What follows belongs to an exercise in optimizing a design on an open flow for small area; a production flow would make more cautious choices.
In this exercise RTL edits were held to simulation tests only and were not proved equivalent to the original.
No activity file was given, so power comes from the tool's default toggle rates.

## img_proc_top
module img_proc_top(
    input           i_clk,
    input           someport, 
    input           i_data_valid,
    input [11:0]    pixel_in,
    output          o_data_valid,
    output [17:0]   o_waddr,
    output [11:0]   o_data,
    input [2:0]     filter_sel
);
    wire rst   = someport;
    wire mode2 = (filter_sel == 3'd2);
    wire mode3 = (filter_sel == 3'd3);
    wire [3:0] r_in = pixel_in[11:8];
    wire [3:0] g_in = pixel_in[7:4];
    wire [3:0] b_in = pixel_in[3:0];
    wire gy_0 = r_in[1] ^ r_in[0] ^ g_in[2];
    wire gy_1 = (r_in[1] & r_in[0]) | (r_in[1] & g_in[2]) | (r_in[0] & g_in[2]);
    wire gy_2 = r_in[2] ^ r_in[1] ^ g_in[3];
    wire gy_3 = (r_in[2] & r_in[1]) | (r_in[2] & g_in[3]) | (r_in[1] & g_in[3]);
    wire gy_4 = g_in[2] ^ g_in[0] ^ b_in[2];
    wire gy_5 = (g_in[2] & g_in[0]) | (g_in[2] & b_in[2]) | (g_in[0] & b_in[2]);
    wire gy_6 = r_in[3] ^ r_in[2] ^ g_in[3];
    wire gy_7 = (r_in[3] & r_in[2]) | (r_in[3] & g_in[3]) | (r_in[2] & g_in[3]);
    wire gy_8 = g_in[1] ^ b_in[3] ^ b_in[2];
    wire gy_9 = (g_in[1] & b_in[3]) | (g_in[1] & b_in[2]) | (b_in[3] & b_in[2]);
    wire gy_10 = r_in[3] ^ r_in[0] ^ g_in[2];
    wire gy_11 = (r_in[3] & r_in[0]) | (r_in[3] & g_in[2]) | (r_in[0] & g_in[2]);
    wire gy_12 = r_in[3] ^ r_in[1] ^ g_in[2];
    wire gy_13 = (r_in[3] & r_in[1]) | (r_in[3] & g_in[2]) | (r_in[1] & g_in[2]);
    wire gy_14 = r_in[2] ^ g_in[3] ^ g_in[0];
    wire gy_15 = (r_in[2] & g_in[3]) | (r_in[2] & g_in[0]) | (g_in[3] & g_in[0]);
  ...
clock: 10.0 ns
lec_check: 0
cap_margin: 0
core_margin: 2
core_utilization: 45
cts_buf_list: sky130_fd_sc_hd__clkbuf_4
cts_cluster_diameter: 40
cts_cluster_size: 10
gpl_timing_driven: 0
slew_margin: 0
run.sh (not shown) runs the stock make flow with config.mk's settings and CLKGATE_MAP_FILE= SYNTH_SCRIPT=/design/flow/synth_recipe.tcl, a recipe that flattens the netlist after the stock synthesis.
Rerun with:
--- a/flow/config.mk
+++ b/flow/config.mk
@@ -8 +8 @@
-export CAP_MARGIN = 0
+export CAP_MARGIN = 20
@@ -11,3 +11,3 @@
-export CTS_BUF_LIST = sky130_fd_sc_hd__clkbuf_4
-export CTS_CLUSTER_DIAMETER = 40
-export CTS_CLUSTER_SIZE = 10
+export CTS_BUF_LIST = sky130_fd_sc_hd__clkbuf_8
+export CTS_CLUSTER_DIAMETER = 55
+export CTS_CLUSTER_SIZE = 17
@@ -15 +15 @@
-export SLEW_MARGIN = 0
+export SLEW_MARGIN = 20
After rerunning: Cell count is lower by 1.6%; clock power is higher by 8.7%; via count is lower by 1.3%; total power is higher by 2.5%; critical path depth is unchanged; clock skew is higher by 0.011 ns; register-to-register slack degrades by 0.07 ns; setup slack degrades by 0.068 ns; hold slack hardly moves.


img_proc_top, a different RTL version from the one above (not shown whole).
For scale: ~2400 cells after synthesis, ~49 I/O pins, ~45000 sq um of cells after synthesis.
clock: 10.0 ns
lec_check: 0
cap_margin: 20
core_margin: 2
core_utilization: 45
cts_buf_list: sky130_fd_sc_hd__clkbuf_8
gpl_timing_driven: 0
slew_margin: 20
The starting point completed without violations.
Change:
CORE_UTILIZATION = 55   (was 45)
CTS_CLUSTER_DIAMETER = 40   (was not set)
CTS_CLUSTER_SIZE = 18   (was not set)
=> Clock-buffer cell count shrinks by 56. Global-route usage increases by 3.7 points. Setup slack gets better by 290 ps. Wire length decreases by 1.6%. Cell count fell by 7.9%. Clock skew goes down by 34 ps.
Change:
CORE_UTILIZATION = 45   (was 55)
CTS_BUF_LIST = sky130_fd_sc_hd__clkbuf_16   (was sky130_fd_sc_hd__clkbuf_8)
CTS_CLUSTER_DIAMETER = 60   (was 40)
CTS_CLUSTER_SIZE = 30   (was 18)
After rerunning: The changed run produced a clean layout. Cell area barely changes. Power decreases slightly. Final cell count increases by a few percent. Core utilization decreases by 11 points.
Change:
CTS_BUF_LIST = sky130_fd_sc_hd__clkbuf_8   (was sky130_fd_sc_hd__clkbuf_16)
CTS_CLUSTER_DIAMETER = 50   (was 60)
CTS_CLUSTER_SIZE = 16   (was 30)
The new run completed with no timing, DRC or antenna violations; fmax hardly moves; via count is higher slightly; total power decreases by a little under a tenth; clock skew goes up by 12 ps.


## oak
img_proc_top again, from the RTL that the note above started with.
Settings: LEC_CHECK=0, CAP_MARGIN=20, CORE_MARGIN=2, CORE_UTILIZATION=55, CTS_BUF_LIST=sky130_fd_sc_hd__clkbuf_8, CTS_CLUSTER_DIAMETER=45, CTS_CLUSTER_SIZE=18, GPL_TIMING_DRIVEN=0, SLEW_MARGIN=20; clock period 10.0 ns.
The inputs of pine differ from those of oak as listed below.
diff --git a/flow/config.mk b/flow/config.mk
--- a/flow/config.mk
+++ b/flow/config.mk
@@ -9,6 +9,6 @@
 export CORE_MARGIN = 2
-export CORE_UTILIZATION = 55
+export CORE_UTILIZATION = 45
 export CTS_BUF_LIST = sky130_fd_sc_hd__clkbuf_8
-export CTS_CLUSTER_DIAMETER = 45
-export CTS_CLUSTER_SIZE = 18
+export CTS_CLUSTER_DIAMETER = 40
+export CTS_CLUSTER_SIZE = 20
 export GPL_TIMING_DRIVEN = 0
Notes after the runs:
Both conditions hold for oak: the flow ran to the end and the final layout passed the timing, DRC and antenna checks. pine went all the way through synthesis, placement and routing and the layout is clean on timing, DRC and antenna. Slew at the pin with the worst max-slew slack in pine vs oak: down 71 ps. ~same number of cells traversed by the worst hold path in pine and oak. Fraction of power consumed by combinational cells delta for pine relative to oak: 0.2 points lower. oak → pine: total power density per cell area grew by about 1.7%, HPWL after detailed placement now sits higher.
--- input diff pine..birch ---
diff --git a/flow/config.mk b/flow/config.mk
--- a/flow/config.mk
+++ b/flow/config.mk
@@ -11,4 +11,4 @@
 export CTS_BUF_LIST = sky130_fd_sc_hd__clkbuf_8
-export CTS_CLUSTER_DIAMETER = 40
-export CTS_CLUSTER_SIZE = 20
+export CTS_CLUSTER_DIAMETER = 55
+export CTS_CLUSTER_SIZE = 17
 export GPL_TIMING_DRIVEN = 0
==> run notes <==
From pine to birch the numbers moved as follows: total routed wirelength down 1.0 mm; register-to-register slack down 20 ps; combinational group share of total power up 0.7 points.
birch has total power below what pine had.
Area: birch vs pine -> birch smaller
Relative to pine, via count has decreased by 390 in birch.

==> re-timing with driven ports <==
No port has a modelled driver above. Below, the same layouts with a new extraction and two added sets of constraints. Step 1 sets driving cells, clkbuf_16 on the clock port and buf_2 on the other inputs (assumed; they add their load-dependent delay and slew). Step 2 moves the port delays by t, midway between the first and last clock arrival at a register: inputs arrive t later, outputs are due t later. That takes back most of the time a late clock gives input paths. Three values: no drivers, after step 1, after step 2; two values: the first two.
run | t (ns) | setup slack, ns | worst data-port slew with drivers (ns)
the first run of note 1 | 1.072 | 3.049 / 3.049 / 3.049 | 0.04
the second run of note 1 | 0.798 | 2.981 / 2.981 / 2.981 | 0.04
the first run of note 2 | 0.912 | 2.495 / 2.495 / 2.495 | 0.10
the second run of note 2 | 0.831 | 2.781 / 2.781 / 2.781 | 0.03
the third run of note 2 | 0.718 | 2.610 / 2.610 / 2.610 | 0.10
the fourth run of note 2 | 0.815 | 2.614 / 2.614 / 2.614 | 0.09
oak | 0.796 | 2.647 / 2.647 / 2.647 | 0.03
pine | 0.863 | 2.611 / 2.611 / 2.611 | 0.09
birch | 0.826 | 2.591 / 2.591 / 2.591 | 0.10
After both steps setup and hold are still met in every run listed.
